What follows belongs to an exercise in optimizing a design on an open flow for small area; a production flow would make more cautious choices. In this exercise RTL edits were held to simulation tests only and were not proved equivalent to the original. In run 8 the design's own scripts or RTL, not TritonCTS, make the clock network. The clock input has no modelled driver; a real chip could not lean on it and would need a root buffer or a full tree. Power and IR drop assume default switching activity.

==> design/flow/design.v <==
`timescale 1ns / 1ps
module uart_parity_gen #(
    parameter WIDTH = 32
)(
    input  wire [WIDTH-1:0] data,
    input  wire parity_even_n,   
    output wire parity_bit
);
    wire even_parity = ^data; 
    assign parity_bit = (parity_even_n) ? ~even_parity : even_parity;
endmodule
`timescale 1ns / 1ps
module uart_baud_gen #(
    parameter CLK_FREQ = 32000000,
    parameter BAUD_RATE = 115200
)(
    input  wire clk,
    input  wire rst_n,
    output wire baud_tick
);
    localparam [8:0] JUMP  = 9'd358;
    localparam [8:0] RESET = 9'd102;    
    localparam [8:0] MASK  = 9'h17f;    
    reg [8:0] lfsr;
    assign baud_tick = (lfsr & MASK) == (JUMP & MASK);
    always @(posedge clk or negedge rst_n) begin
        if (!rst_n)
            lfsr <= RESET;
        else
            lfsr <= {lfsr[7:0], (lfsr[8] ^ lfsr[3]) & ~baud_tick};
    end
endmodule
`timescale 1ns / 1ps
module uart_tx #(
    parameter WIDTH = 32
)(
    input  wire       clk,
    input  wire       rst_n,
    input  wire       tx_start,
    input  wire [WIDTH-1:0] tx_data,
    input  wire       parity_even_n,
    input  wire       baud_tick,
    output reg        tx_line,
    output reg        tx_busy
);
    reg [WIDTH+2:1] shreg;
    reg             parity;
    wire upper_empty = ~|shreg[WIDTH+2:2];
    always @(posedge clk or negedge rst_n) begin
        if (!rst_n) begin
            tx_line <= 1'b1;
            tx_busy <= 1'b0;
        end else if (!tx_busy) begin
            tx_busy <= tx_start;
        end else if (baud_tick) begin
            tx_line <= upper_empty ? (~shreg[1] | parity) : shreg[1];
            if (upper_empty & ~shreg[1])
                tx_busy <= 1'b0;
        end
    end
    always @(posedge clk) begin
        if (!tx_busy) begin
            shreg  <= {1'b1, tx_data, 1'b0};
            parity <= parity_even_n;
        end else if (baud_tick) begin
            shreg  <= {1'b0, shreg[WIDTH+2:2]};
            parity <= parity ^ shreg[1];
        end
    end
endmodule
`timescale 1ns / 1ps
module uart_rx #(
    parameter WIDTH = 32
)(
    input  wire       clk,
    input  wire       rst_n,
    input  wire       rx_line,
    input  wire       parity_even_n,
    input  wire       rx_clear,
    output wire [WIDTH-1:0] rx_data,
    output reg        rx_ready,
    output reg        parity_error,
    output wire       framing_error
);
    localparam [8:0] JUMP  = 9'd358;
    localparam [8:0] MASK  = 9'h17f;
    localparam [8:0] START = 9'd200;    
    reg              idle;
    reg              start_chk;
    reg [8:0]        timer;
    reg [WIDTH+2:1]  shreg;              
    wire sample = (timer & MASK) == (JUMP & MASK);
    assign rx_data       = shreg[WIDTH:1];
    assign framing_error = ~shreg[WIDTH+2];
    always @(posedge clk or negedge rst_n) begin
        if (!rst_n) begin
            idle     <= 1'b1;
            rx_ready <= 1'b0;
        end else begin
            rx_ready <= ~idle & sample & ~start_chk & shreg[1];
            if (idle)
                idle <= rx_line;
            else if (sample)
                idle <= start_chk ? rx_line : shreg[1];
        end
    end
    always @(posedge clk) begin
        if (idle) begin
            timer        <= START;
            start_chk    <= 1'b1;
            shreg        <= {1'b1, {(WIDTH+1){1'b0}}};
            parity_error <= 1'b0;
        end else begin
            timer <= {timer[7:0], (timer[8] ^ timer[3]) & ~sample};
            if (sample) begin
                start_chk <= 1'b0;
                if (!start_chk) begin
                    shreg <= {rx_line, shreg[WIDTH+2:2]};
                    if (!shreg[1])
                        parity_error <= parity_error ^ rx_line ^ (shreg[2] & parity_even_n);
                end
            end
        end
    end
endmodule
`timescale 1ns / 1ps
module uart_full_duplex_32bit #(
    parameter CLK_FREQ = 32000000,
    parameter BAUD_RATE = 115200
)(
    input  wire        clk,
    input  wire        rst_n,
    input  wire        tx_start,
    input  wire [31:0] tx_data,
    output wire        tx_busy,
    output wire [31:0] rx_data,
    output wire        rx_ready,
    input  wire        rx_clear,
    input  wire        parity_even_n,    
    output wire        uart_tx,    
    input  wire        uart_rx,    
    output wire        parity_error,
    output wire        framing_error
);
    wire baud_tick;
    uart_baud_gen #(.CLK_FREQ(CLK_FREQ), .BAUD_RATE(BAUD_RATE)) BAUDGEN (
        .clk(clk), .rst_n(rst_n), .baud_tick(baud_tick)
    );
    uart_tx #(.WIDTH(32)) TX (
        .clk(clk), .rst_n(rst_n),
        .tx_start(tx_start), .tx_data(tx_data),
        .parity_even_n(parity_even_n),
        .baud_tick(baud_tick),
        .tx_line(uart_tx),
        .tx_busy(tx_busy)
    );
    uart_rx #(.WIDTH(32)) RX (
        .clk(clk), .rst_n(rst_n),
        .rx_line(uart_rx),
        .parity_even_n(parity_even_n),
        .rx_clear(rx_clear),
        .rx_data(rx_data),
        .rx_ready(rx_ready),
        .parity_error(parity_error),
        .framing_error(framing_error)
    );
endmodule
==> design/flow/flow/run.sh <==
#!/bin/bash
# Standard ORFS layout with two changes: port buffers use the smallest
# buffer cell, and the clock tree is built from small clock buffers without
# dummy loads. Each tool's full output stays in orfs/logs; make's own output
# goes to flow_make.log.
set -euo pipefail
export BUFFER_PORTS_ARGS="-buffer_cell sky130_fd_sc_hd__buf_1"
export CTS_ARGS="-sink_clustering_enable -repair_clock_nets -dont_use_dummy_load -buf_list {sky130_fd_sc_hd__clkbuf_4 sky130_fd_sc_hd__clkbuf_8} -sink_clustering_size 30 -sink_clustering_max_diameter 100"
bash standard.sh > flow_make.log 2>&1
==> design/flow/standard.sh <==
#!/bin/bash
# synth_recipe.tcl (not shown) runs the flow's synth.tcl, then flattens the netlist and writes it again
# the make line also repeats each setting of config.mk as NAME=value (left out here)
make -C /OpenROAD-flow-scripts/flow DESIGN_CONFIG=/design/flow/config.mk WORK_HOME=/design/flow/orfs CLKGATE_MAP_FILE= SYNTH_SCRIPT=/design/flow/synth_recipe.tcl "${@:-finish}"
==> design/flow/config.mk <==
export PLATFORM = sky130hd
export DESIGN_NAME = uart_full_duplex_32bit
export DESIGN_NICKNAME = uart_full_duplex_32bit
export VERILOG_FILES = /design/flow/design.v
export SDC_FILE = /design/flow/constraint.sdc
export NUM_CORES = 4
export LEC_CHECK = 0
export ABC_AREA = 1
export CAP_MARGIN = 20
export CORE_MARGIN = 2
export CORE_UTILIZATION = 40
export SLEW_MARGIN = 20
==> design/flow/constraint.sdc <==
create_clock -name core_clock -period 10.0 [get_ports {clk}]
set_input_delay 2.0000 -clock core_clock [delete_from_list [all_inputs] [get_ports {clk}]]
set_output_delay 2.0000 -clock core_clock [all_outputs]
set_load 0.01 [all_outputs]
==> flow_summary.toml, run 1 <==
[global_route]
antenna_found_initial = 0
grt_usage_pct = 14.17
grt_start_max_net_pins = 42
first_global_vias = 2523
grt_first_pass_wirelength_um = 11800
grt_overflow_total = 0

[cts]
cts_tree = "built"
cts_sinks = 93
path_clk_slew_ns = 0.08
cts_hold_buf = 0
clk_latency_ns = 0.35
cts_buffers = 9
cts_max_level = 3
root_buffer = "clkbuf_8"
cts-resized-gates = 0
post-cts-setup-buffer-count = 0
clk_path_buf_depth = 2

[synth]
syn_inst = 433
yosysTopAreaCell = "edfxtp_1"
synth_cell_type_count = 29
async_reset_ff_share_pct = 13.98
synth_area_um2 = 3915
post-synth-top-count-cell = "nand2_1"
ys.flop_type = "dfxtp_1"
syn_nets = 472
netlist_top_cells_count = "nand2_1, dfxtp_1, inv_1, a21oi_1"
synth_area_leaders = "edfxtp_1, dfxtp_1, nand2_1"
ys_ff_latch = 93
synth_warnings = 3
synth-edff-count = 33
avgSynthCellArea_um2 = 9.042
synth_top_area_share_pct = 25.31
synth-seq-area-share_pct = 57.85

[hold_path]
worstHoldStart = "BAUDGEN.lfsr[7]"
holdPathStages = 0
min_to = "BAUDGEN.lfsr[8]"
hold_class = "reg -> reg"

[setup_path]
critical_path.max_stage_delay_ns = 0.53
critPathLaunchType = "register"
critPathCaptureType = "output pin"
cpLargestDelayFamily = "flip-flops"
reg2reg_depth = 8
cp_slowest_cell = "dfstp_2"
crit_required_ns = 8.00
arrival_ns = 1.03
path_buf_inv = 1
cp_cell_sequence = "buf_1"
critical_path_class = "reg -> out"
cp.depth = 1
ff2ff_setup_slack_ns = 8.19
reg2reg_from = "BAUDGEN.lfsr[5]"
cp_max_fo = 2
r2r-end = "TX.tx_busy"

[floorplanning]
core_um2 = 9639
die_x_um = 102.9
io_pins = 75
fp-row-count = 36
start_util_pct = 40.62
die_area_um2 = 10590
die_h_um = 102.9

[pwr]
power_density_nw_per_um2 = 158.8
ir_worst_vdd_uv = 66.68
power.leakage_uw = 0.001561
finalPower_uw = 660.4

[run]
drv_cap = 0

[timing]
clock_skew_ns = 0.02244
period_needed_ns = 3.026
setup_viol = 0
worst_pin_slew_ns = 0.6989
setup_tns_ns = 0
rsz0062_at_grt = "no"
slew_violations = 0
max_freq_ghz = 0.3305
finalCritPeriodShare_pct = 30.26
hold_violations = 0
relSlewSlack_pct = 53.41

[run_status]
status = "timing/DRC/antenna clean"

[detailed_routing]
drc_errors = 0
initialDrtViolationCount = 122
via_count = 2816
wl_per_cell_um = 12.17
avgViaCountPerCell = 4.686
ant_nets = 0
finalWirelength_um = 7314
first_pass_iters = 4

[placed_design]
numPortBuffers = 73
place_area_um2 = 4034
dp_hpwl_um = 4912
globalplace.congestion = 0.8164

[finish]
synthToLayoutAreaGrowth_pct = 6.200
multiInputGateArea_um2 = 1139
diodes = 0
layout-drive-gt1-share_pct = 6.197
n_fill_cell = 973
regArea_um2 = 2265
nets = 509
finalInstanceArea_um2 = 4158
## through the flow
step / hold slack (ns) / util, % / worst slack [ns] / instances
after detailed placement: 0.3426 / 41.85 / 7.237 / 592
after global placement: 0.3350 / 41.85 / 7.247 / 592
after CTS: 0.3560 / 43.13 / 6.943 / 601
final: 0.3540 / 43.13 / 6.974 / 601
after floorplan: 0.3312 / - / 7.443 / 433
after global routing: 0.3634 / 43.13 / 6.927 / 601
## metal layers
| layer | part of all wire, % | GRT usage [%] |
|---|---|---|
| met1 | 46 | 17.91 |
| met4 | 0.53 | 3.745 |
| met3 | 6.7 | 4.949 |
| met5 | 0 | 0 |
| met2 | 47 | 23.23 |
## state kept, by name (all words and copies together) (netlist names)
name and count:
TX.tx_busy 1, TX.parity 1, RX.rx_ready 1, TX.shreg 34
RX.timer 9, RX.shreg 34, TX.tx_line 1, BAUDGEN.lfsr 9
RX.idle 1, RX.start_chk 1, RX.parity_error 1
## placed cells by master, fill, tap and decap left out, types with 5 or more instances in the layout
cell type and instances:
nand4_1 5, o21ai_0 9, clkbuf_8 9, o21ai_1 23, edfxtp_1 33, nand3_1 8
nand2_1 107, inv_1 41, dfrtp_1 7, buf_1 73, nor2_1 31, dfstp_2 6
dfxtp_1 47, a22o_1 10, a21oi_1 37
## power by group
group	internal (uW)	switching, uW	leakage, uW
clock	80.9	113	0.0000647
sequential	413	13.4	0.000840
combinational	17.5	22.3	0.000656
## layout make-up
type                            count  area share (%)
Tap cell                          133           4.002
Inverter                           46           4.213
Timing Repair Buffer               75           6.952
Clock buffer                        9           2.979
Sequential cell                    93           54.47
Multi-Input combinational cell    245           27.38
## cell families after synthesis
| logic type | after synthesis | synth area share, % |
|---|---|---|
| buffers and inverters | 95 | 13.07 |
| adders and majority gates | 1 | 0.3195 |
| and+or+nand+nor | 162 | 17.10 |
| xor gates and xnor gates | 1 | 0.2238 |
| DFF | 93 | 57.85 |
| AOI/OAI and AO/OA | 81 | 11.44 |
## how the worst max path moves through the flow
| stage | startpoint | to | slack, ns |
|---|---|---|---|
| detailed placement | parity_even_n | RX.parity_error | 7.24 |
| CTS | TX.tx_line | uart_tx | 6.94 |
| global placement | parity_even_n | RX.parity_error | 7.25 |
| floorplan | uart_rx | RX.parity_error | 7.44 |
| global route | TX.tx_line | uart_tx | 6.93 |
| finish | TX.tx_line | uart_tx | 6.97 |
==> run 2, diff against run 1 <==
--- a/design/flow/config.mk
+++ b/design/flow/config.mk
@@ -5,7 +5,6 @@
 export SDC_FILE = /design/flow/constraint.sdc
 export NUM_CORES = 4
 export LEC_CHECK = 0
-export ABC_AREA = 1
 export CAP_MARGIN = 20
 export CORE_MARGIN = 2
 export CORE_UTILIZATION = 40
==> flow_summary.toml, run 2 <==
[detailed_routing]
finalWirelength_um = 7331
wl_per_cell_um = 13.55
ant_nets = 0
avgViaCountPerCell = 4.924
first_pass_iters = 4
drc_errors = 0
via_count = 2664
initialDrtViolationCount = 137

[finish]
final_cell_mix = "nand2_1, buf_1, dfxtp_1, a21oi_1, edfxtp_1"
reg.largest.list = "RX.shreg (34), TX.shreg (34)"
final_common_cell = "nand2_1"
synthToLayoutAreaGrowth_pct = 7.173
layout-drive-gt1-share_pct = 6.553
diodes = 0
n_fill_cell = 935
nets = 453

[setup_path]
cp_max_fo = 2
cpLargestDelayFamily = "flip-flops"
critical_path_class = "reg -> out"
critPathCaptureType = "output pin"
crit_required_ns = 8.00
ff2ff_setup_slack_ns = 7.55
cp_cell_sequence = "buf_1"
arrival_ns = 1.04
critPathLaunchType = "register"
path_buf_inv = 1
critical_path.max_stage_delay_ns = 0.53
cp_slowest_cell = "dfstp_2"

[floorplanning]
die_h_um = 102.2
io_pins = 75
start_util_pct = 41.52
die_area_um2 = 10440
die_x_um = 102.2
core_um2 = 9284
fp-row-count = 35

[global_route]
grt_first_pass_wirelength_um = 11760
first_global_vias = 2462
antenna_found_initial = 0
grt_usage_pct = 14.31
grt_overflow_total = 0
grt_start_max_net_pins = 48

[placed_design]
numPortBuffers = 73
globalplace.congestion = 0.7601
dp_hpwl_um = 4845

[timing]
hold_violations = 0
slew_violations = 0
max_freq_ghz = 0.3287
clock_skew_ns = 0.03013
setup_viol = 0
rsz0062_at_grt = "no"
setup_tns_ns = 0
relSlewSlack_pct = 33.29
period_needed_ns = 3.042
worst_pin_slew_ns = 0.9945
fin_hold_ws_ns = 0.3477
finalCritPeriodShare_pct = 30.42

[pwr]
ir_worst_vdd_uv = 79.39
internal-power_uw = 520.0
p_sw_share_pct = 21.53
seqPwrFrac_pct = 65.1
clkPwrFrac_pct = 28.7
p_switching_uw = 142.6
power_density_nw_per_um2 = 160.4
power.leakage_uw = 0.001478
pwr-share-comb_pct = 6.2

[cts]
clk_path_buf_depth = 2
post-cts-setup-buffer-count = 0
path_clk_slew_ns = 0.07
cts_hold_buf = 0
cts_sinks = 93
cts-resized-gates = 0
cts_tree = "built"
cts_max_level = 3
cts_buffers = 9
root_buffer = "clkbuf_8"
clk_latency_ns = 0.35

[synth]
yosysTopAreaCell = "edfxtp_1"
syn_inst = 380
ys_ff_latch = 93
netlist_top_cells_count = "nand2_1, dfxtp_1, a21oi_1, edfxtp_1"
synth_cell_type_count = 38
avgSynthCellArea_um2 = 10.14
post-synth-top-count-cell = "nand2_1"
syn_nets = 419
synth-edff-count = 33
ys.flop_type = "dfxtp_1"
synth_top_area_share_pct = 25.71
synth_area_um2 = 3855
synth_warnings = 3
async_reset_ff_share_pct = 13.98
synth-seq-area-share_pct = 58.75
synth_area_leaders = "edfxtp_1, dfxtp_1, nand2_1"

[run]
drv_cap = 0

[hold_path]
hold_class = "reg -> reg"

[run_status]
status = "timing/DRC/antenna clean"
-- run 2: cell types whose count changed in the layout (fill, tap and decap cells not counted), moves of 8 or more --
cell	delta
nor2_1	-22
o21ai_1	-23
o21ai_0	-8
o2bb2ai_1	+32
a22o_1	-10
inv_1	-35
-- run 2: per-stage QoR --
stage / util [%] / cells / setup WS, ns / instance area, um^2 / total power (uW)
2_1_floorplan: - / 380 / 7.245 / 3855 / 466.6
6_report: 44.50 / 541 / 6.958 / 4131 / 662.6
3_5_place_dp: 43.17 / 532 / 7.016 / 4008 / 481.5
3_3_place_gp: 43.01 / 531 / 7.046 / 3993 / 479.7
5_1_grt: 44.50 / 541 / 6.921 / 4131 / 693.2
4_1_cts: 44.50 / 541 / 6.941 / 4131 / 671.2
-- run 2: worst paths after layout --
check	from	endpoint	cells after the start
min in group asynchronous	rst_n	TX.tx_busy	1
setup / recovery	TX.tx_line	uart_tx	1
hold reg to reg	BAUDGEN.lfsr[7]	BAUDGEN.lfsr[8]	0
setup reg to reg	BAUDGEN.lfsr[1]	TX.shreg[9]	5
hold / removal	BAUDGEN.lfsr[7]	BAUDGEN.lfsr[8]	0
max in group asynchronous	rst_n	BAUDGEN.lfsr[4]	1
-- run 2: logic make-up after synthesis --
logic type | share of synthesized area, %
adders and majority gates | 0.3245
DFF | 58.75
xor gates and xnor gates | 0.4545
muxes | 0.2597
AOI/OAI and AO/OA | 13.63
buffers and inverters | 9.347
and+or+nand+nor | 17.23
-- run 2: cell type report --
cell class / count / area (um^2) / area share (%)
well taps: 129 / 161.4 / 3.907
repair buffers: 78 / 319.1 / 7.723
multi-input cells: 225 / 1236 / 29.92
inverters: 7 / 26.28 / 0.6360
clock buffers: 9 / 123.9 / 2.998
flip-flops and latches: 93 / 2265 / 54.82
-- run 2: power groups by stage --
stage               logic (uW)  registers (uW)  clock network (uW)
global placement          40.4             439                   0
global route              45.4             435                 213
detailed placement        41.6             440                   0
finish                    41.1             432                 190
floorplan                 31.7             435                   0
CTS                       41.9             432                 197
-- run 2: layer usage --
layer	GRT usage (%)	part of all wire, %
met5	0	0
met2	21.51	45
met4	4.718	1.0
met1	20.02	48
met3	4.104	6.4
==> run 3, diff against run 2 <==
==> design/flow/run.sh (new file) <==
#!/bin/bash
# synth_recipe.tcl (not shown) runs the flow's synth.tcl, then flattens the netlist and writes it again
# the make line also repeats each setting of config.mk as NAME=value (left out here)
make -C /OpenROAD-flow-scripts/flow DESIGN_CONFIG=/design/flow/config.mk WORK_HOME=/design/flow/orfs CLKGATE_MAP_FILE= SYNTH_SCRIPT=/design/flow/synth_recipe.tcl finish
removed: design/flow/flow/run.sh
removed: design/flow/standard.sh
==> flow_summary.toml, run 3 <==
[run_status]
status = "timing/DRC/antenna clean"

[timing]
setup_viol = 0
max_freq_ghz = 0.2919
period_needed_ns = 3.426
setup_tns_ns = 0
hold_violations = 0
worst_pin_slew_ns = 0.9404
rsz0062_at_grt = "no"
relSlewSlack_pct = 36.92
worst_slack_ns = 6.574
slew_violations = 0
finalCritPeriodShare_pct = 34.26
clock_skew_ns = 0.01504

[synth]
synth_area_leaders = "edfxtp_1, dfxtp_1, nand2_1"
post-synth-top-count-cell = "nand2_1"
ys.flop_type = "dfxtp_1"
netlist_top_cells_count = "nand2_1, dfxtp_1, a21oi_1, edfxtp_1"
syn_inst = 380
avgSynthCellArea_um2 = 10.14
async_reset_ff_share_pct = 13.98
synth_cell_type_count = 38
synth_warnings = 3
ys_ff_latch = 93
yosysTopAreaCell = "edfxtp_1"
synth-seq-area-share_pct = 58.75
synth-edff-count = 33
synth_top_area_share_pct = 25.71
synth_area_um2 = 3855
syn_nets = 419

[setup_path]
critPathCaptureType = "output pin"
crit_required_ns = 8.00
cp_cell_sequence = "clkdlybuf4s50_1"
critical_path.max_stage_delay_ns = 0.56
cpLargestDelayFamily = "buffers and inverters"
ff2ff_setup_slack_ns = 7.54
cp_max_fo = 2
path_buf_inv = 1
reg2reg_depth = 5
reg2reg_from = "BAUDGEN.lfsr[1]"
arrival_ns = 1.43
cp_slowest_cell = "clkdlybuf4s50_1"
critPathLaunchType = "register"
critical_path_class = "reg -> out"
r2r-end = "TX.shreg[6]"

[finish]
diodes = 0
layout-drive-gt1-share_pct = 7.637
nets = 453
final_cell_mix = "nand2_1, clkdlybuf4s50_1, dfxtp_1, a21oi_1, edfxtp_1"
reg.largest.list = "RX.shreg (34), TX.shreg (34)"
final_common_cell = "nand2_1"
synthToLayoutAreaGrowth_pct = 21.78

[hold_path]
holdPathStages = 0
hold_class = "reg -> reg"
min_to = "BAUDGEN.lfsr[8]"
worstHoldStart = "BAUDGEN.lfsr[7]"

[placed_design]
numPortBuffers = 73
dp_hpwl_um = 4865
globalplace.congestion = 0.7657
dp_slack_ns = 6.647

[global_route]
grt_usage_pct = 14.79
grt_first_pass_wirelength_um = 12060
grt_start_max_net_pins = 48
grt_overflow_total = 0
first_global_vias = 2511
antenna_found_initial = 0

[detailed_routing]
drc_errors = 0
ant_nets = 0
finalWirelength_um = 7542
first_pass_iters = 5
via_count = 2656
wl_per_cell_um = 13.76
initialDrtViolationCount = 83
avgViaCountPerCell = 4.847

[cts]
cts_tree = "built"
cts_max_level = 3
cts_sinks = 93
clk_latency_ns = 0.35
cts-resized-gates = 0
post-cts-setup-buffer-count = 0
path_clk_slew_ns = 0.08
cts_hold_buf = 0
clk_path_buf_depth = 2
cts_buffers = 9
root_buffer = "clkbuf_8"

[floorplanning]
core_um2 = 9284
die_area_um2 = 10440
io_pins = 75
fp-row-count = 35
start_util_pct = 41.52
die_h_um = 102.2
die_x_um = 102.2

[pwr]
power.leakage_uw = 0.001715
power_density_nw_per_um2 = 161.3
ir_worst_vdd_uv = 95.66

[run]
drv_cap = 0
==> run 3: cell counts after synthesis <==
Identical to the previous run, type by type.
==> run 3: stage by stage <==
| step | power (uW) | hold WS (ns) | std cells | util [%] | cell area (um^2) |
|---|---|---|---|---|---|
| after floorplan | 466.6 | 0.3312 | 380 | - | 3855 |
| after global placement | 490.1 | 0.3369 | 531 | 47.92 | 4449 |
| after detailed placement | 491.5 | 0.3371 | 532 | 48.09 | 4464 |
| after CTS | 764.9 | 0.3633 | 548 | 50.57 | 4695 |
| after global routing | 787.6 | 0.3742 | 548 | 50.57 | 4695 |
| final | 757.4 | 0.3572 | 548 | 50.57 | 4695 |
==> run 3: kinds of logic (layout without fill, tap and decap cells) <==
family                   after synthesis  count (layout)  share of synthesized area (%)
multiplexers                           1               1                         0.2597
AND/OR/NAND/NOR                      144             144                          17.23
XOR/XNOR                               2               2                         0.4545
buffers and inverters                 62             101                          9.347
flip-flops                            93              93                          58.75
AO/OA/AOI/OAI                         77              77                          13.63
adder cells (fa/ha/maj)                1               1                         0.3245
==> run 3: routing by layer <==
metal  vias up  routed length [um]  GRT usage (%)
met5         -                   0              0
met4         0                  70          5.231
met3         7                 461          4.378
met2        56                3215          21.41
met1      1249                3794          21.17
li1       1344                   -              -
==> run 3: final cells by class <==
| type | instances | area [um^2] |
|---|---|---|
| fillers | 888 | 4589 |
| inverters | 7 | 26.28 |
| repair buffers | 78 | 775.7 |
| well taps | 129 | 161.4 |
| clock inverters | 3 | 38.79 |
| clock buffers | 13 | 191.4 |
| multi-input cells | 225 | 1236 |
| flip-flops and latches | 93 | 2265 |
==> run 3: how the worst max path moves through the flow <==
stage	startpoint	endpoint	slack [ns]	depth (start not counted)
4_1_cts	TX.tx_line	uart_tx	6.55	1
6_report	TX.tx_line	uart_tx	6.57	1
2_1_floorplan	parity_even_n	RX.parity_error	7.24	4
3_3_place_gp	parity_even_n	RX.parity_error	6.67	5
5_1_grt	TX.tx_line	uart_tx	6.52	1
3_5_place_dp	parity_even_n	RX.parity_error	6.65	5
==> run 3: where the power goes <==
group	switching [uW]	internal, uW
clock network	123	152
logic	15.3	36.5
registers	18.6	412
total	157	601
==> run 4, diff against run 3 <==
--- a/design/flow/design.v
+++ b/design/flow/design.v
@@ -58,14 +58,14 @@
                 tx_busy <= 1'b0;
         end
     end
+    wire ld = ~tx_busy;
+    wire sh = tx_busy & baud_tick;
+    wire hd = tx_busy & ~baud_tick;
     always @(posedge clk) begin
-        if (!tx_busy) begin
-            shreg  <= {1'b1, tx_data, 1'b0};
-            parity <= parity_even_n;
-        end else if (baud_tick) begin
-            shreg  <= {1'b0, shreg[WIDTH+2:2]};
-            parity <= parity ^ shreg[1];
-        end
+        shreg  <= ({(WIDTH+2){ld}} & {1'b1, tx_data, 1'b0})
+                | ({(WIDTH+2){sh}} & {1'b0, shreg[WIDTH+2:2]})
+                | ({(WIDTH+2){hd}} & shreg);
+        parity <= (ld & parity_even_n) | (sh & (parity ^ shreg[1])) | (hd & parity);
     end
 endmodule
 `timescale 1ns / 1ps
@@ -104,21 +104,22 @@
                 idle <= start_chk ? rx_line : shreg[1];
         end
     end
+    wire sh = ~idle & sample & ~start_chk;
+    wire hd = ~idle & ~(sample & ~start_chk);
     always @(posedge clk) begin
+        shreg <= ({(WIDTH+2){sh}} & {rx_line, shreg[WIDTH+2:2]})
+               | ({(WIDTH+2){hd}} & shreg)
+               | {idle, {(WIDTH+1){1'b0}}};
         if (idle) begin
             timer        <= START;
             start_chk    <= 1'b1;
-            shreg        <= {1'b1, {(WIDTH+1){1'b0}}};
             parity_error <= 1'b0;
         end else begin
             timer <= {timer[7:0], (timer[8] ^ timer[3]) & ~sample};
             if (sample) begin
                 start_chk <= 1'b0;
-                if (!start_chk) begin
-                    shreg <= {rx_line, shreg[WIDTH+2:2]};
-                    if (!shreg[1])
-                        parity_error <= parity_error ^ rx_line ^ (shreg[2] & parity_even_n);
-                end
+                if (!start_chk && !shreg[1])
+                    parity_error <= parity_error ^ rx_line ^ (shreg[2] & parity_even_n);
             end
         end
     end
==> design/flow/flow/run.sh (new file) <==
#!/bin/bash
# Standard ORFS layout with two changes: port buffers use the smallest
# buffer cell, and the clock tree is built from small clock buffers without
# dummy loads. Each tool's full output stays in orfs/logs; make's own output
# goes to flow_make.log.
set -euo pipefail
export BUFFER_PORTS_ARGS="-buffer_cell sky130_fd_sc_hd__buf_1"
export CTS_ARGS="-sink_clustering_enable -repair_clock_nets -dont_use_dummy_load -buf_list {sky130_fd_sc_hd__clkbuf_8}"
bash standard.sh > flow_make.log 2>&1
==> design/flow/standard.sh (new file) <==
#!/bin/bash
# synth_recipe.tcl (not shown) runs the flow's synth.tcl, then flattens the netlist and writes it again
# the make line also repeats each setting of config.mk as NAME=value (left out here)
make -C /OpenROAD-flow-scripts/flow DESIGN_CONFIG=/design/flow/config.mk WORK_HOME=/design/flow/orfs CLKGATE_MAP_FILE= SYNTH_SCRIPT=/design/flow/synth_recipe.tcl "${@:-finish}"
--- a/design/flow/config.mk
+++ b/design/flow/config.mk
@@ -7,5 +7,5 @@
 export LEC_CHECK = 0
 export CAP_MARGIN = 20
 export CORE_MARGIN = 2
-export CORE_UTILIZATION = 40
+export CORE_UTILIZATION = 60
 export SLEW_MARGIN = 20
removed: design/flow/run.sh
==> flow_summary.toml, run 4 <==
[run_status]
status = "timing/DRC/antenna clean"

[global_route]
grt_first_pass_wirelength_um = 9715
grt_start_max_net_pins = 70
antenna_found_initial = 0
grt_overflow_total = 0
grt_usage_pct = 19.03
first_global_vias = 2149

[setup_path]
arrival_ns = 1.02
ff2ff_setup_slack_ns = 8.00
path_buf_inv = 1
cp_slowest_cell = "dfstp_2"
crit_start = "TX.tx_line"
cp_max_fo = 2
reg2reg_depth = 4
r2r-end = "TX.parity"
cpLargestDelayFamily = "flip-flops"
reg2reg_from = "BAUDGEN.lfsr[3]"
cp.depth = 1
critPathCaptureType = "output pin"
critical_path.max_stage_delay_ns = 0.54
cp_cell_sequence = "buf_1"
crit_end = "uart_tx"
critical_path_class = "reg -> out"
critPathLaunchType = "register"
crit_required_ns = 8.00

[detailed_routing]
initialDrtViolationCount = 84
finalWirelength_um = 6070
ant_nets = 0
wl_per_cell_um = 13.49
first_pass_iters = 4
via_count = 2417
drc_errors = 0
avgViaCountPerCell = 5.371

[placed_design]
globalplace.congestion = 0.7438
numPortBuffers = 73
placed_cells = 441
dp_hpwl_um = 4000

[pwr]
power_density_nw_per_um2 = 186.5
ir_worst_vdd_uv = 168.0
power.leakage_uw = 0.001663

[synth]
avgSynthCellArea_um2 = 10.49
syn_nets = 382
async_reset_ff_share_pct = 13.98
synth_area_um2 = 3598
yosysTopAreaCell = "dfxtp_1"
synth-edff-count = 0
post-synth-top-count-cell = "dfxtp_1"
synth-seq-area-share_pct = 53.76
synth_warnings = 3
syn_inst = 343
ys_ff_latch = 93
synth_top_area_share_pct = 44.51
synth_area_leaders = "dfxtp_1, mux2i_1, a22o_1"
netlist_top_cells_count = "dfxtp_1, nor2_1, a21oi_1, a22o_1, mux2i_1"
ys.flop_type = "dfxtp_1"
synth_cell_type_count = 38

[timing]
period_needed_ns = 3.024
slew_violations = 0
rsz0062_at_grt = "no"
worst_pin_slew_ns = 1.050
setup_tns_ns = 0
hold_violations = 0
setup_viol = 0
finalCritPeriodShare_pct = 30.24
clock_skew_ns = 0.02256
relSlewSlack_pct = 29.98
max_freq_ghz = 0.3307

[cts]
root_buffer = "clkbuf_8"
cts_sinks = 93
cts_max_level = 3
cts-resized-gates = 0
cts_buffers = 9
path_clk_slew_ns = 0.09
post-cts-setup-buffer-count = 0
clk_path_buf_depth = 2
clk_latency_ns = 0.35
cts_hold_buf = 0
cts_tree = "built"

[hold_path]
hold_class = "reg -> reg"

[finish]
final_cell_mix = "dfxtp_1, buf_1, nor2_1, a21oi_1"
diodes = 0
synthToLayoutAreaGrowth_pct = 5.042
final_cells = 450
nets = 416
layout-drive-gt1-share_pct = 6.933
final_common_cell = "dfxtp_1"
reg.largest.list = "RX.shreg (34), TX.shreg (34)"
n_fill_cell = 514

[floorplanning]
core_um2 = 5851
fp-row-count = 28
die_area_um2 = 6633
start_util_pct = 61.51
die_h_um = 81.45
io_pins = 75
die_x_um = 81.45

[run]
drv_cap = 0
[run 4: cell count changes in the layout (fill, tap and decap cells not counted), sizes merged, moves of 3 or more]
cell / delta
a22o: +33
buf: +71
clkbuf: -4
clkdlybuf4s50: -73
dfxtp: +33
edfxtp: -33
mux2i: +32
nand2: -99
nand2b: -4
nor2: +30
o2bb2ai: -30
or4: -3
[run 4: cells by family after synthesis]
family	synth area share, %
AND/OR/NAND/NOR	10.71
AO/OA/AOI/OAI	14.88
buffers and inverters	10.08
adder cells (fa/ha/maj)	0.3476
flip-flops	53.76
multiplexers	9.492
XOR/XNOR	0.7303
[run 4: area by class of cell]
class / instances / area, um^2 / share of cell area, %
Clock buffer: 9 / 123.9 / 3.277
Inverter: 7 / 26.28 / 0.6951
Multi-Input combinational cell: 190 / 1304 / 34.49
Sequential cell: 93 / 1936 / 51.21
Tap cell: 75 / 93.84 / 2.483
Timing Repair Buffer: 76 / 296.5 / 7.845
[run 4: metrics by stage]
stage	worst slack [ns]	util, %	instance area, um^2	hold WS [ns]	total power (uW)
6_report	6.976	64.61	3780	0.3553	704.8
5_1_grt	6.949	64.61	3780	0.3652	740.5
4_1_cts	6.963	64.61	3780	0.3569	712.2
3_5_place_dp	6.951	62.49	3656	0.3441	522.9
3_3_place_gp	7.008	62.49	3656	0.3371	519.6
2_1_floorplan	7.177	-	3598	0.3312	502.6
[run 4: how the worst min path moves through the flow]
stage,from,endpoint,slack (ns),depth (start not counted)
2_1_floorplan,BAUDGEN.lfsr[7],BAUDGEN.lfsr[8],0.33,0
3_3_place_gp,BAUDGEN.lfsr[7],BAUDGEN.lfsr[8],0.34,0
5_1_grt,BAUDGEN.lfsr[5],BAUDGEN.lfsr[6],0.37,0
3_5_place_dp,BAUDGEN.lfsr[7],BAUDGEN.lfsr[8],0.34,0
6_report,BAUDGEN.lfsr[7],BAUDGEN.lfsr[8],0.36,0
4_1_cts,BAUDGEN.lfsr[7],BAUDGEN.lfsr[8],0.36,0
[run 4: power breakdown]
part / switching [uW] / leakage (uW) / internal (uW)
logic: 26.0 / 0.000783 / 39.7
clock network: 110 / 0.0000647 / 80.7
registers: 30.5 / 0.000815 / 418
total: 167 / 0.00166 / 538
[run 4: metal layers]
metal | track usage [%] | part of all wire [%] | up-vias
met4 | 10.17 | 2.2 | 0
li1 | - | - | 1235
met5 | 0 | 0 | -
met1 | 26.79 | 49 | 1111
met2 | 27.54 | 44 | 59
met3 | 3.846 | 5.3 | 12
==> run 5, diff against run 4 <==
--- a/design/flow/flow/run.sh
+++ b/design/flow/flow/run.sh
@@ -5,5 +5,5 @@
 # goes to flow_make.log.
 set -euo pipefail
 export BUFFER_PORTS_ARGS="-buffer_cell sky130_fd_sc_hd__buf_1"
-export CTS_ARGS="-sink_clustering_enable -repair_clock_nets -dont_use_dummy_load -buf_list {sky130_fd_sc_hd__clkbuf_8}"
+export CTS_ARGS="-sink_clustering_enable -repair_clock_nets -dont_use_dummy_load -root_buf sky130_fd_sc_hd__clkbuf_8 -buf_list {sky130_fd_sc_hd__clkbuf_4} -sink_clustering_size 12"
 bash standard.sh > flow_make.log 2>&1
==> flow_summary.toml, run 5 <==
[synth]
yosysTopAreaCell = "dfxtp_1"
synth_mux_area_share_pct = 9.492
netlist_top_cells_count = "dfxtp_1, nor2_1, a21oi_1, a22o_1, mux2i_1"
synth_xor_area_share_pct = 0.7302
synth-edff-count = 0
synth_top_family_by_area = "compound AO/OA/AOI/OAI gates"
synth_warnings = 3
synth_cell_type_count = 38
synth_area_um2 = 3598
synth_area_leaders = "dfxtp_1, mux2i_1, a22o_1"
async_reset_ff_share_pct = 13.98
post-synth-top-count-cell = "dfxtp_1"
ys.flop_type = "dfxtp_1"
synth_fa_ha_area_share_pct = 0.3477
synthSimpleGateAreaFrac_pct = 10.71
syn_nets = 382
syn_inst = 343
ys_ff_latch = 93
synth_compound_area_share_pct = 14.88
synth_top_area_share_pct = 44.51
synth-seq-area-share_pct = 53.76
avgSynthCellArea_um2 = 10.49

[pwr]
pwr-share-comb_pct = 9.3
clkPwrFrac_pct = 27.1
p_switching_uw = 166.6
p_sw_share_pct = 23.64
finalPower_uw = 704.8
power.leakage_uw = 0.001663
seqPwrFrac_pct = 63.6
power_density_nw_per_um2 = 186.5
internal-power_uw = 538.2
ir_worst_vdd_uv = 168.0

[hold_path]
hold_class = "reg -> reg"

[cts]
cts_tree = "built"
post-cts-setup-buffer-count = 0
clk_latency_ns = 0.35
cts_sinks = 93
cts-resized-gates = 0
cts_hold_buf = 0
clk_path_buf_depth = 2
root_buffer = "clkbuf_8"
path_clk_slew_ns = 0.09
cts_buffers = 9
cts_max_level = 3

[global_route]
grt_first_pass_wirelength_um = 9715
antenna_found_initial = 0
grt_usage_pct = 19.03
first_global_vias = 2149
grt_start_max_net_pins = 70
grt_overflow_total = 0

[setup_path]
critical_path_class = "reg -> out"
reg2reg_from = "BAUDGEN.lfsr[3]"
cp_max_fo = 2
crit_end = "uart_tx"
arrival_ns = 1.02
cp.depth = 1
critPathCaptureType = "output pin"
crit_start = "TX.tx_line"
ff2ff_setup_slack_ns = 8.00
cp_cell_sequence = "buf_1"
crit_required_ns = 8.00
r2r-end = "TX.parity"
cpLargestDelayFamily = "flip-flops"
critPathLaunchType = "register"
reg2reg_depth = 4
cp_slowest_cell = "dfstp_2"
path_buf_inv = 1
critical_path.max_stage_delay_ns = 0.54

[floorplanning]
fp-row-count = 28
die_area_um2 = 6633
start_util_pct = 61.51
die_x_um = 81.45
die_h_um = 81.45
io_pins = 75
core_um2 = 5851

[run_status]
status = "timing/DRC/antenna clean"

[finish]
final_cells = 450
multiInputGateArea_um2 = 1304
synthToLayoutAreaGrowth_pct = 5.042
reg.largest.list = "RX.shreg (34), TX.shreg (34)"
n_fill_cell = 514
regArea_um2 = 1936
final_common_cell = "dfxtp_1"
nets = 416
final_cell_mix = "dfxtp_1, buf_1, nor2_1, a21oi_1"
diodes = 0
layout-drive-gt1-share_pct = 6.933

[timing]
clock_skew_ns = 0.02256
setup_viol = 0
rsz0062_at_grt = "no"
max_freq_ghz = 0.3307
worst_pin_slew_ns = 1.050
setup_tns_ns = 0
hold_violations = 0
slew_violations = 0
period_needed_ns = 3.024
relSlewSlack_pct = 29.98
finalCritPeriodShare_pct = 30.24

[run]
drv_cap = 0

[placed_design]
numPortBuffers = 73
globalplace.congestion = 0.7438
dp_hpwl_um = 4000
placed_cells = 441

[detailed_routing]
ant_nets = 0
avgViaCountPerCell = 5.371
via_count = 2417
wl_per_cell_um = 13.49
finalWirelength_um = 6070
drc_errors = 0
initialDrtViolationCount = 84
first_pass_iters = 4
[run 5: cell type report]
class	instances	share of cell area (%)
Clock buffer	9	3.277
Inverter	7	0.6951
Multi-Input combinational cell	190	34.49
Sequential cell	93	51.21
Tap cell	75	2.483
Timing Repair Buffer	76	7.845
[run 5: worst min-delay path by stage]
stage	start	endpoint	slack, ns	cells after the start
4_1_cts	BAUDGEN.lfsr[7]	BAUDGEN.lfsr[8]	0.36	0
3_3_place_gp	BAUDGEN.lfsr[7]	BAUDGEN.lfsr[8]	0.34	0
6_report	BAUDGEN.lfsr[7]	BAUDGEN.lfsr[8]	0.36	0
2_1_floorplan	BAUDGEN.lfsr[7]	BAUDGEN.lfsr[8]	0.33	0
3_5_place_dp	BAUDGEN.lfsr[7]	BAUDGEN.lfsr[8]	0.34	0
5_1_grt	BAUDGEN.lfsr[5]	BAUDGEN.lfsr[6]	0.37	0
[run 5: stage by stage]
stage / cell area, um^2 / hold slack (ns) / setup WS, ns / utilization, %
5_1_grt: 3780 / 0.3652 / 6.949 / 64.61
3_5_place_dp: 3656 / 0.3441 / 6.951 / 62.49
3_3_place_gp: 3656 / 0.3371 / 7.008 / 62.49
4_1_cts: 3780 / 0.3569 / 6.963 / 64.61
2_1_floorplan: 3598 / 0.3312 / 7.177 / -
6_report: 3780 / 0.3553 / 6.976 / 64.61
[run 5: cells by family (layout without fill, tap and decap cells)]
family | after synthesis | in the layout
AOI/OAI and AO/OA | 77 | 77
xor gates and xnor gates | 3 | 3
DFF | 93 | 93
and+or+nand+nor | 75 | 75
buffers and inverters | 60 | 92
muxes | 34 | 34
adders and majority gates | 1 | 1
[run 5: routing by layer]
layer | part of all wire (%) | wire length (um) | track usage (%)
met1 | 49 | 2956 | 26.79
met4 | 2.2 | 132 | 10.17
met3 | 5.3 | 322 | 3.846
met2 | 44 | 2659 | 27.54
met5 | 0 | 0 | 0
[run 5: power groups by stage]
stage	registers [uW]	clock network [uW]	logic (uW)
2_1_floorplan	445	0	57.5
3_3_place_gp	456	0	63.7
3_5_place_dp	457	0	66.3
4_1_cts	449	197	66.4
5_1_grt	455	210	75.4
6_report	448	191	65.8
==> run 6, diff against run 5 <==
==> design/flow/flow/run.sh (replaced) <==
#!/bin/bash
# The standard layout (standard.sh) with three changes:
#  - synthesis maps logic with an area-oriented ABC script (flow/synth_area.tcl);
#  - port buffers use the smallest buffer cell;
#  - the clock tree is built without dummy loads.
# Each tool's full output stays in orfs/logs/; make's output is in flow_make.log.
set -euo pipefail
HERE=$(pwd)
export AREA_ABC_SCRIPT="$HERE/flow/abc_area.script"
export BUFFER_PORTS_ARGS="-buffer_cell sky130_fd_sc_hd__buf_1"
export CTS_ARGS="-sink_clustering_enable -repair_clock_nets -dont_use_dummy_load -buf_list {sky130_fd_sc_hd__clkbuf_8}"
sed "s#SYNTH_SCRIPT=[^ ]*#SYNTH_SCRIPT=$HERE/flow/synth_area.tcl#" standard.sh > flow_standard.sh
bash flow_standard.sh > flow_make.log 2>&1
==> design/flow/flow/abc_area.script (new file) <==
&get -n
&st
&syn2
&dch -f
&nf -p -R 1000 -F 8 -C 32 -E 10
&put
topo
dnsize -c
==> design/flow/flow/synth_area.tcl (new file) <==
# The standard synthesis (synth_recipe.tcl) with one change: ABC maps the
# combinational logic with an area-oriented script (flow/abc_area.script)
# instead of ORFS's speed script. Flip-flops are mapped before ABC runs, so
# the registers, their names and cell types are the standard synthesis's.
proc synth {args} { yosys synth -nofsm -noshare {*}$args }
proc abc {args} {
  set i [lsearch $args -script]
  if {$i >= 0} { lset args [expr {$i+1}] $::env(AREA_ABC_SCRIPT) }
  set j [lsearch $args -D]
  if {$j >= 0} { set args [lreplace $args $j [expr {$j+1}]] }
  yosys abc {*}$args
}
source $::env(SCRIPTS_DIR)/synth.tcl
# left out here: clear keep_hierarchy, flatten, clean up, hide names made inside functions, write 1_2_yosys.v
==> flow_summary.toml, run 6 <==
[cts]
cts-resized-gates = 0
path_clk_slew_ns = 0.07
cts_max_level = 3
cts_sinks = 93
clk_path_buf_depth = 2
root_buffer = "clkbuf_8"
cts_tree = "built"
cts_buffers = 9
cts_hold_buf = 0
post-cts-setup-buffer-count = 0
clk_latency_ns = 0.34

[floorplanning]
start_util_pct = 63.03
io_pins = 75
fp-row-count = 26
core_um2 = 5205
die_area_um2 = 6075
die_x_um = 77.95
die_h_um = 77.95

[setup_path]
critPathLaunchType = "register"
cp_cell_sequence = "buf_4 > buf_1"
cp_max_fo = 39
ff2ff_setup_slack_ns = 8.05
crit_required_ns = 8.00
critical_path.max_stage_delay_ns = 0.36
critical_path_class = "reg -> out"
arrival_ns = 1.22
cp_slowest_cell = "buf_4"
critPathCaptureType = "output pin"

[timing]
relSlewSlack_pct = 54.70
setup_tns_ns = 0
hold_violations = 0
max_freq_ghz = 0.3106
period_needed_ns = 3.219
finalCritPeriodShare_pct = 32.19
slew_violations = 0
worst_pin_slew_ns = 0.6795
worst_slack_ns = 6.781
clock_skew_ns = 0.02197
setup_viol = 0
rsz0062_at_grt = "no"

[synth]
synth_top_area_share_pct = 48.82
syn_inst = 312
synth-edff-count = 0
async_reset_ff_share_pct = 13.98
synth-seq-area-share_pct = 58.96
synth_cell_type_count = 33
avgSynthCellArea_um2 = 10.51
synth_warnings = 3
post-synth-top-count-cell = "dfxtp_1"
netlist_top_cells_count = "dfxtp_1, nor2_1, a22o_1, o22ai_1, buf_4"
ys.flop_type = "dfxtp_1"
ys_ff_latch = 93
yosysTopAreaCell = "dfxtp_1"
synth_area_leaders = "dfxtp_1, a22o_1, nor2_1"
syn_nets = 351
synth_area_um2 = 3281

[detailed_routing]
initialDrtViolationCount = 144
ant_nets = 0
via_count = 2378
wl_per_cell_um = 13.67
first_pass_iters = 4
finalWirelength_um = 5958
drc_errors = 0
avgViaCountPerCell = 5.454

[hold_path]
hold_class = "reg -> reg"

[global_route]
grt_usage_pct = 21.00
first_global_vias = 2302
grt_start_max_net_pins = 40
grt_overflow_total = 0
antenna_found_initial = 0
grt_first_pass_wirelength_um = 10170

[pwr]
power_density_nw_per_um2 = 190.4
power.leakage_uw = 0.001365
ir_worst_vdd_uv = 125.1

[placed_design]
place_area_um2 = 3441
numPortBuffers = 73
dp_hpwl_um = 3966
globalplace.congestion = 0.7933
dp_slack_ns = 7.152

[finish]
layout-drive-gt1-share_pct = 6.011
finalInstanceArea_um2 = 3567
nets = 407
synthToLayoutAreaGrowth_pct = 8.734
reg.largest.list = "RX.shreg (34), TX.shreg (34)"
final_common_cell = "dfxtp_1"
diodes = 0
final_cell_mix = "dfxtp_1, buf_1, nor2_1, a22o_1, o22ai_1"

[run_status]
status = "timing/DRC/antenna clean"

[run]
drv_cap = 0
[run 6: changes by cell type in the layout (fill, tap and decap cells not counted), moves of 3 or more]
cell / before / now
a21oi_1: 34 / 2
nor2_1: 38 / 64
or2_2: 4 / 0
o22ai_1: 0 / 33
nand2_1: 4 / 1
or2_0: 0 / 3
clkinv_1: 0 / 7
inv_1: 7 / 0
mux2i_1: 33 / 1
[run 6: worst paths after layout]
| kind | from | endpoint | depth (start not counted) |
|---|---|---|---|
| worst max-delay path | TX.tx_busy | tx_busy | 2 |
| worst min-delay path | BAUDGEN.lfsr[1] | BAUDGEN.lfsr[2] | 0 |
| worst max register to register | TX.shreg[34] | TX.tx_line | 5 |
| worst min register to register | BAUDGEN.lfsr[1] | BAUDGEN.lfsr[2] | 0 |
| max in group asynchronous | rst_n | BAUDGEN.lfsr[0] | 1 |
| min in group asynchronous | rst_n | RX.rx_ready | 1 |
[run 6: cell families (layout without fill, tap and decap cells)]
| family | count (synthesis) | after routing | share of synthesized area (%) |
|---|---|---|---|
| muxes | 2 | 2 | 0.6483 |
| DFF | 93 | 93 | 58.96 |
| xor gates and xnor gates | 3 | 3 | 0.8011 |
| AOI/OAI and AO/OA | 76 | 76 | 17.24 |
| buffers and inverters | 39 | 93 | 8.124 |
| adders and majority gates | 1 | 1 | 0.3813 |
| and+or+nand+nor | 98 | 98 | 13.84 |
[run 6: power breakdown]
group          internal [uW]  switching [uW]
Combinational           31.0            22.4
Sequential               415            26.3
Clock                   80.7             104
Total                    526             153
[run 6: critical path, delay by kind of cell, from the launching register on]
kind | cells | cell delay, ns
DFF | 1 | 0.33
buffers and inverters | 2 | 0.55
[run 6: layout make-up]
type	instances	area, um^2
clock buffer	9	123.9
fill	436	1638
inverter	7	26.28
multi-input combinational	180	1091
sequential	93	1934
tap	70	87.58
timing repair buffer	77	304.0
[run 6: layer usage]
layer  track usage, %  part of all wire (%)  wire [um]  vias up
met2            33.53                    45       2691       57
met1            26.46                    48       2876     1105
met5                0                     0          0        -
met4            12.46                   2.5        149        0
li1                 -                     -          -     1202
met3            4.070                   4.0        240       14
[run 6: metrics by stage]
| stage | utilization [%] | hold WS (ns) | std cells | power (uW) |
|---|---|---|---|---|
| 5_1_grt | 68.53 | 0.3696 | 436 | 712.6 |
| 2_1_floorplan | - | 0.3312 | 312 | 483.0 |
| 3_3_place_gp | 66.11 | 0.3367 | 427 | 500.0 |
| 4_1_cts | 68.49 | 0.3631 | 436 | 688.5 |
| 3_5_place_dp | 66.11 | 0.3516 | 427 | 503.4 |
| 6_report | 68.53 | 0.3556 | 436 | 679.2 |
==> run 7, diff against run 6 <==
--- a/design/flow/design.v
+++ b/design/flow/design.v
@@ -78,7 +78,7 @@
     input  wire       parity_even_n,
     input  wire       rx_clear,
     output wire [WIDTH-1:0] rx_data,
-    output reg        rx_ready,
+    output wire       rx_ready,
     output reg        parity_error,
     output wire       framing_error
 );
@@ -92,12 +92,16 @@
     wire sample = (timer & MASK) == (JUMP & MASK);
     assign rx_data       = shreg[WIDTH:1];
     assign framing_error = ~shreg[WIDTH+2];
+    assign rx_ready = idle & ~start_chk;
     always @(posedge clk or negedge rst_n) begin
         if (!rst_n) begin
-            idle     <= 1'b1;
-            rx_ready <= 1'b0;
+            idle      <= 1'b1;
+            start_chk <= 1'b1;
         end else begin
-            rx_ready <= ~idle & sample & ~start_chk & shreg[1];
+            if (idle)
+                start_chk <= 1'b1;
+            else if (sample & ~rx_line)
+                start_chk <= 1'b0;
             if (idle)
                 idle <= rx_line;
             else if (sample)
@@ -112,15 +116,11 @@
                | {idle, {(WIDTH+1){1'b0}}};
         if (idle) begin
             timer        <= START;
-            start_chk    <= 1'b1;
             parity_error <= 1'b0;
         end else begin
             timer <= {timer[7:0], (timer[8] ^ timer[3]) & ~sample};
-            if (sample) begin
-                start_chk <= 1'b0;
-                if (!start_chk && !shreg[1])
-                    parity_error <= parity_error ^ rx_line ^ (shreg[2] & parity_even_n);
-            end
+            if (sample & ~start_chk & ~shreg[1])
+                parity_error <= parity_error ^ rx_line ^ (shreg[2] & parity_even_n);
         end
     end
 endmodule
==> flow_summary.toml, run 7 <==
[cts]
clk_path_buf_depth = 2
path_clk_slew_ns = 0.07
cts_buffers = 9
cts-resized-gates = 0
cts_sinks = 92
clk_latency_ns = 0.33
root_buffer = "clkbuf_8"
cts_max_level = 3
post-cts-setup-buffer-count = 0
cts_tree = "built"
cts_hold_buf = 0

[detailed_routing]
initialDrtViolationCount = 128
first_pass_iters = 4
wl_per_cell_um = 13.61
drc_errors = 0
via_count = 2379
avgViaCountPerCell = 5.456
ant_nets = 0
finalWirelength_um = 5935

[timing]
slew_violations = 0
max_freq_ghz = 0.2993
setup_viol = 0
rsz0062_at_grt = "no"
relSlewSlack_pct = 54.87
setup_tns_ns = 0
clock_skew_ns = 0.01331
period_needed_ns = 3.341
finalCritPeriodShare_pct = 33.41
hold_violations = 0
worst_pin_slew_ns = 0.6769

[finish]
finalInstanceArea_um2 = 3551
final_cells = 436
layout-drive-gt1-share_pct = 6.284
final_cell_mix = "dfxtp_1, buf_1, nor2_1, a22o_1, o22ai_1"
reg.largest.list = "RX.shreg (34), TX.shreg (34)"
nets = 407
final_common_cell = "dfxtp_1"
diodes = 0
synthToLayoutAreaGrowth_pct = 8.653

[synth]
synth_top_family_by_area = "compound AO/OA/AOI/OAI gates"
syn_inst = 312
async_reset_ff_share_pct = 14.13
synth-edff-count = 0
yosysTopAreaCell = "dfxtp_1"
synth_xor_area_share_pct = 0.8040
syn_nets = 351
synthSimpleGateAreaFrac_pct = 14.28
synth_warnings = 3
synth_area_um2 = 3268
netlist_top_cells_count = "dfxtp_1, nor2_1, a22o_1, o22ai_1, buf_4"
post-synth-top-count-cell = "dfxtp_1"
synth_compound_area_share_pct = 17.23
synth_fa_ha_area_share_pct = 0.3828
synth_area_leaders = "dfxtp_1, a22o_1, buf_4"
synth_mux_area_share_pct = 0.6508
synth-seq-area-share_pct = 58.61
avgSynthCellArea_um2 = 10.47
synth_top_area_share_pct = 48.39
ys.flop_type = "dfxtp_1"
synth_cell_type_count = 34
ys_ff_latch = 92

[run_status]
status = "timing/DRC/antenna clean"

[setup_path]
critPathLaunchType = "register"
critical_path.max_stage_delay_ns = 0.69
arrival_ns = 1.34
cpLargestDelayFamily = "flip-flops"
path_buf_inv = 1
critical_path_class = "reg -> out"
crit_required_ns = 8.00
cp_max_fo = 15
critPathCaptureType = "output pin"
cp_slowest_cell = "dfstp_2"
cp_cell_sequence = "nor2b_1 > buf_1"

[pwr]
p_sw_share_pct = 22.46
internal-power_uw = 518.7
ir_worst_vdd_uv = 149.2
pwr-share-comb_pct = 7.5
p_switching_uw = 150.2
power_density_nw_per_um2 = 188.4
clkPwrFrac_pct = 27.7
seqPwrFrac_pct = 64.7
power.leakage_uw = 0.001351

[floorplanning]
die_area_um2 = 6054
start_util_pct = 63.18
die_h_um = 77.81
fp-row-count = 26
io_pins = 75
core_um2 = 5172
die_x_um = 77.81

[global_route]
antenna_found_initial = 0
first_global_vias = 2169
grt_overflow_total = 0
grt_start_max_net_pins = 39
grt_first_pass_wirelength_um = 10070
grt_usage_pct = 20.77

[placed_design]
numPortBuffers = 73
placed_cells = 427
globalplace.congestion = 0.7572
dp_hpwl_um = 3911
place_area_um2 = 3425

[hold_path]
hold_class = "reg -> reg"

[run]
drv_cap = 0
==> run 7: cells by family after synthesis <==
kind of cell	after synthesis
AND/OR/NAND/NOR	100
flip-flops	92
AO/OA/AOI/OAI	76
buffers and inverters	38
XOR/XNOR	3
multiplexers	2
adder cells (fa/ha/maj)	1
==> run 7: final cells by class <==
type / count / area, um^2
flip-flops and latches: 92 / 1916
inverters: 6 / 22.52
multi-input cells: 182 / 1097
clock buffers: 9 / 123.9
fillers: 432 / 1622
well taps: 70 / 87.58
repair buffers: 77 / 304.0
==> run 7: per-layer routing <==
layer | GRT usage, % | part of all wire [%]
met4 | 9.643 | 1.5
met1 | 29.66 | 48
met2 | 29.83 | 44
met5 | 0 | 0
met3 | 4.884 | 5.6
==> run 7: worst paths after layout <==
path	slack, ns	start	endpoint	cells past startpoint
min in group asynchronous	1.67	rst_n	BAUDGEN.lfsr[0]	1
max in group asynchronous	7.90	rst_n	BAUDGEN.lfsr[4]	1
setup / recovery	6.66	RX.idle	rx_ready	2
hold / removal	0.35	BAUDGEN.lfsr[7]	BAUDGEN.lfsr[8]	0
setup reg to reg	7.81	BAUDGEN.lfsr[2]	TX.shreg[27]	6
hold reg to reg	0.35	BAUDGEN.lfsr[7]	BAUDGEN.lfsr[8]	0
==> run 7: through the flow <==
| step | util [%] | hold slack [ns] | power (uW) | setup slack, ns |
|---|---|---|---|---|
| global placement | 66.21 | 0.3356 | 488.7 | 7.019 |
| global route | 68.65 | 0.3535 | 702.8 | 6.581 |
| CTS | 68.60 | 0.3546 | 676.1 | 6.624 |
| finish | 68.65 | 0.3530 | 668.9 | 6.659 |
| detailed placement | 66.21 | 0.3525 | 491.4 | 7.004 |
| floorplan | - | 0.3312 | 473.1 | 7.112 |
==> run 7: worst register-to-register path, stage by stage (launching register included) <==
cell      delay [ns]
dfstp_2         0.54
nor4bb_1        0.28
nand4_1         0.22
nand2b_1        0.45
buf_4           0.36
o22ai_1         0.17
nor2_1          0.06
==> run 7: power by group through the flow <==
stage	Clock, uW	Combinational [uW]	Sequential, uW
after global routing	206	58.6	438
after floorplan	0	38.9	434
after global placement	0	48.9	440
after detailed placement	0	50.9	441
final	186	50.4	433
after CTS	192	51.4	433
==> run 8, diff against run 7 <==
==> design/flow/flow/run.sh (replaced) <==
#!/bin/bash
# The standard layout (standard.sh) with three changes:
#  - synthesis maps logic with an area-oriented ABC script (flow/synth_area.tcl);
#  - port buffers use the smallest buffer cell;
#  - the clock tree is one level of clock buffers, one per group of nearby
#    flip-flops, driven from the clock port (flow/manual_cts.tcl).
# Each tool's full output stays in orfs/logs/; make's output is in flow_make.log.
set -euo pipefail
HERE=$(pwd)
export AREA_ABC_SCRIPT="$HERE/flow/abc_area.script"
export BUFFER_PORTS_ARGS="-buffer_cell sky130_fd_sc_hd__buf_1"
export PRE_CTS_TCL="$HERE/flow/manual_cts.tcl"
export CLK_GROUPS=8
export CLK_ROOT=sky130_fd_sc_hd__clkbuf_4
export CLK_BUF=sky130_fd_sc_hd__clkbuf_4
sed "s#SYNTH_SCRIPT=[^ ]*#SYNTH_SCRIPT=$HERE/flow/synth_area.tcl#" standard.sh > flow_standard.sh
bash flow_standard.sh > flow_make.log 2>&1
==> design/flow/flow/manual_cts.tcl (new file) <==
# Hook sourced before ORFS's CTS step (PRE_CTS_TCL). It replaces
# clock_tree_synthesis with a one-level clock tree: the flip-flops are split
# into CLK_GROUPS groups by position and each group gets one clock buffer,
# placed at the group's centre and driven straight from the clock port.
proc clock_tree_synthesis {args} {
  set groups [expr {[info exists ::env(CLK_GROUPS)] ? $::env(CLK_GROUPS) : 4}]
  set cell [expr {[info exists ::env(CLK_BUF)] ? $::env(CLK_BUF) : "sky130_fd_sc_hd__clkbuf_8"}]
  set block [ord::get_db_block]
  set net [$block findNet clk]
  set sinks {}
  foreach pin [get_pins -of_objects [get_nets clk]] {
    set inst [sta::sta_to_db_inst [$pin instance]]
    set loc [$inst getLocation]
    lappend sinks [list [lindex $loc 0] [lindex $loc 1] $pin]
  }
  puts "manual CTS: [llength $sinks] sinks into $groups groups of $cell"
  # split recursively along the longer side into equal halves
  set parts [list $sinks]
  while {[llength $parts] < $groups} {
    # split the largest part
    set bi 0; set bn 0
    for {set i 0} {$i < [llength $parts]} {incr i} {
      set n [llength [lindex $parts $i]]
      if {$n > $bn} { set bn $n; set bi $i }
    }
    set p [lindex $parts $bi]
    set xs [lmap s $p {lindex $s 0}]; set ys [lmap s $p {lindex $s 1}]
    set w [expr {[tcl::mathfunc::max {*}$xs] - [tcl::mathfunc::min {*}$xs]}]
    set h [expr {[tcl::mathfunc::max {*}$ys] - [tcl::mathfunc::min {*}$ys]}]
    set k [expr {$w >= $h ? 0 : 1}]
    set p [lsort -integer -index $k $p]
    set m [expr {[llength $p] / 2}]
    set parts [lreplace $parts $bi $bi [lrange $p 0 [expr {$m-1}]] [lrange $p $m end]]
  }
  set i 0
  foreach p $parts {
    set sx 0; set sy 0
    foreach s $p { set sx [expr {$sx + [lindex $s 0]}]; set sy [expr {$sy + [lindex $s 1]}] }
    set cx [ord::dbu_to_microns [expr {$sx / [llength $p]}]]
    set cy [ord::dbu_to_microns [expr {$sy / [llength $p]}]]
    set pins [lmap s $p {lindex $s 2}]
    set r [insert_buffer -buffer_cell $cell -net clk -load_pins $pins -location [list $cx $cy] \
      -buffer_name clkbuf_manual_$i -net_name clknet_manual_$i]
    set b [sta::sta_to_db_inst $r]
    foreach it [$b getITerms] {
      set n [$it getNet]
      if {$n != "NULL"} { $n setSigType CLOCK }
    }
    puts "manual CTS: group $i, [llength $p] sinks, buffer at $cx $cy"
    incr i
  }
  # With CLK_ROOT set, one more buffer of that cell, at the centre of the
  # group buffers, drives them all, so the clock port feeds a single pin.
  if {[info exists ::env(CLK_ROOT)] && $::env(CLK_ROOT) ne ""} {
    set pins {}
    set sx 0; set sy 0
    foreach pin [get_pins -of_objects [get_nets clk]] {
      set loc [[sta::sta_to_db_inst [$pin instance]] getLocation]
      set sx [expr {$sx + [lindex $loc 0]}]; set sy [expr {$sy + [lindex $loc 1]}]
      lappend pins $pin
    }
    set cx [ord::dbu_to_microns [expr {$sx / [llength $pins]}]]
    set cy [ord::dbu_to_microns [expr {$sy / [llength $pins]}]]
    set r [insert_buffer -buffer_cell $::env(CLK_ROOT) -net clk -load_pins $pins \
      -location [list $cx $cy] -buffer_name clkbuf_manual_root -net_name clknet_manual_root]
    foreach it [[sta::sta_to_db_inst $r] getITerms] {
      set n [$it getNet]
      if {$n != "NULL"} { $n setSigType CLOCK }
    }
    puts "manual CTS: root $::env(CLK_ROOT) at $cx $cy"
  }
  $net setSigType CLOCK
}
==> flow_summary.toml, run 8 <==
[detailed_routing]
finalWirelength_um = 5987
initialDrtViolationCount = 112
ant_nets = 0
wl_per_cell_um = 13.73
via_count = 2361
first_pass_iters = 4
avgViaCountPerCell = 5.415
drc_errors = 0

[synth]
netlist_top_cells_count = "dfxtp_1, nor2_1, a22o_1, o22ai_1, buf_4"
avgSynthCellArea_um2 = 10.47
synth-edff-count = 0
yosysTopAreaCell = "dfxtp_1"
ys.flop_type = "dfxtp_1"
synth_top_area_share_pct = 48.39
synth_cell_type_count = 34
ys_ff_latch = 92
synth_area_leaders = "dfxtp_1, a22o_1, buf_4"
synth_warnings = 3
synth-seq-area-share_pct = 58.61
synth_area_um2 = 3268
async_reset_ff_share_pct = 14.13
syn_nets = 351
syn_inst = 312
post-synth-top-count-cell = "dfxtp_1"

[cts]
cts_hold_buf = 0
path_clk_slew_ns = 0.12
cts-resized-gates = 0
clk_latency_ns = 0.40
post-cts-setup-buffer-count = 0

[timing]
max_freq_ghz = 0.2910
finalCritPeriodShare_pct = 34.36
hold_violations = 0
relSlewSlack_pct = 55.12
worst_slack_ns = 6.564
rsz0062_at_grt = "no"
setup_viol = 0
fin_hold_ws_ns = 0.3567
worst_pin_slew_ns = 0.6732
slew_violations = 0
period_needed_ns = 3.436
setup_tns_ns = 0
clock_skew_ns = 0.01388

[setup_path]
critPathCaptureType = "output pin"
critPathLaunchType = "register"
cpLargestDelayFamily = "flip-flops"
cp_max_fo = 15
crit_required_ns = 8.00
critical_path_class = "reg -> out"
cp_slowest_cell = "dfstp_2"
path_buf_inv = 1
cp_cell_sequence = "nor2b_1 > buf_1"
critical_path.max_stage_delay_ns = 0.71
arrival_ns = 1.44

[finish]
layout-drive-gt1-share_pct = 6.284
synthToLayoutAreaGrowth_pct = 6.930
final_common_cell = "dfxtp_1"
final_cells = 436
n_fill_cell = 439
diodes = 0
nets = 407
reg.largest.list = "RX.shreg (34), TX.shreg (34)"
final_cell_mix = "dfxtp_1, buf_1, nor2_1, a22o_1, o22ai_1"
final_util_pct = 67.56

[floorplanning]
start_util_pct = 63.18
die_x_um = 77.81
fp-row-count = 26
die_area_um2 = 6054
die_h_um = 77.81
core_um2 = 5172
io_pins = 75

[pwr]
power.leakage_uw = 0.001328
power_density_nw_per_um2 = 179.3
p_sw_share_pct = 23.41
internal-power_uw = 479.9
p_switching_uw = 146.7
ir_worst_vdd_uv = 148.2
pwr-share-comb_pct = 8.0
clkPwrFrac_pct = 22.9
seqPwrFrac_pct = 69.0

[global_route]
first_global_vias = 2172
antenna_found_initial = 0
grt_start_max_net_pins = 39
grt_first_pass_wirelength_um = 10020
grt_overflow_total = 0
grt_usage_pct = 19.36

[placed_design]
numPortBuffers = 73
dp_slack_ns = 7.004
globalplace.congestion = 0.7572
dp_hpwl_um = 3911
placed_cells = 427

[hold_path]
hold_class = "reg -> reg"

[run_status]
status = "timing/DRC/antenna clean"

[run]
drv_cap = 0
run 8: cell counts after synthesis:
No cell type changed its count.
run 8: cells by family after synthesis:
group / Yosys count / synth area share (%)
xor gates and xnor gates: 3 / 0.8041
AOI/OAI and AO/OA: 76 / 17.23
adders and majority gates: 1 / 0.3828
buffers and inverters: 38 / 8.040
and+or+nand+nor: 100 / 14.28
muxes: 2 / 0.6508
DFF: 92 / 58.61
run 8: power by group through the flow:
stage | clock network [uW] | registers, uW | logic [uW]
6_report | 144 | 433 | 50.4
5_1_grt | 164 | 438 | 58.4
4_1_cts | 105 | 441 | 51.2
3_5_place_dp | 0 | 441 | 50.9
3_3_place_gp | 0 | 440 | 48.9
2_1_floorplan | 0 | 434 | 38.9
run 8: layer usage:
layer | track usage, % | part of all wire (%) | up-vias
met5 | 0 | 0 | -
met4 | 4.107 | 1.3 | 0
met3 | 2.791 | 6.0 | 8
met2 | 29.57 | 43 | 63
met1 | 29.30 | 50 | 1084
li1 | - | - | 1206
run 8: stage by stage:
| stage | power, uW | area [um^2] |
|---|---|---|
| 2_1_floorplan | 473.1 | 3268 |
| 3_3_place_gp | 488.7 | 3425 |
| 3_5_place_dp | 491.4 | 3425 |
| 4_1_cts | 596.9 | 3492 |
| 5_1_grt | 660.5 | 3495 |
| 6_report | 626.7 | 3495 |
run 8: cell type report, clock buffers not listed:
class | instances | area, um^2 | share of cell area [%]
multi-input combinational | 182 | 1097 | 31.40
inverter | 6 | 22.52 | 0.6445
timing repair buffer | 77 | 304.0 | 8.700
sequential | 92 | 1916 | 54.82
tap | 70 | 87.58 | 2.506
run 8: worst paths after layout:
kind | slack (ns) | cells after the start | start | end
max reg2reg | 7.83 | 6 | BAUDGEN.lfsr[2] | TX.shreg[27]
min reg2reg | 0.36 | 0 | BAUDGEN.lfsr[1] | BAUDGEN.lfsr[2]
max | 6.56 | 2 | RX.idle | rx_ready
min | 0.36 | 0 | BAUDGEN.lfsr[1] | BAUDGEN.lfsr[2]
max in group asynchronous | 7.98 | 1 | rst_n | BAUDGEN.lfsr[3]
min in group asynchronous | 1.59 | 1 | rst_n | BAUDGEN.lfsr[0]

[port drivers added, routing unchanged]
How much do the figures lean on ideal ports? The routed layouts below were timed once more, with nothing changed but the port constraints.
Step 1: set_driving_cell puts a clkbuf_16 on clk and a buf_2 on each other input, an assumption about the parent block.
Step 2 moves the port delays by t, midway between the first and last clock arrival at a register: inputs arrive t later, outputs are due t later. That takes back most of the time a late clock gives input paths.
Three values: no drivers, after step 1, after step 2; two values: the first two.
run | shift t [ns] | setup slack, ns | worst setup path after step 2 | cell pins on the clock port's net
run 1 | 0.368 | 6.974 / 6.945 / 7.241 | input to register | 1
run 2 | 0.359 | 6.958 / 6.930 / 6.978 | input to register | 1
run 3 | 0.367 | 6.574 / 6.545 / 6.630 | input to register | 1
run 4 | 0.373 | 6.976 / 6.948 / 6.965 | input to register | 1
run 5 | 0.373 | 6.976 / 6.948 / 6.965 | input to register | 1
run 6 | 0.360 | 6.781 / 6.753 / 7.113 | register to output | 1
run 7 | 0.357 | 6.659 / 6.633 / 6.990 | register to output | 1
run 8 | 0.425 | 6.564 / 6.536 / 6.961 | register to output | 1
After both steps setup and hold are still met in every run listed.
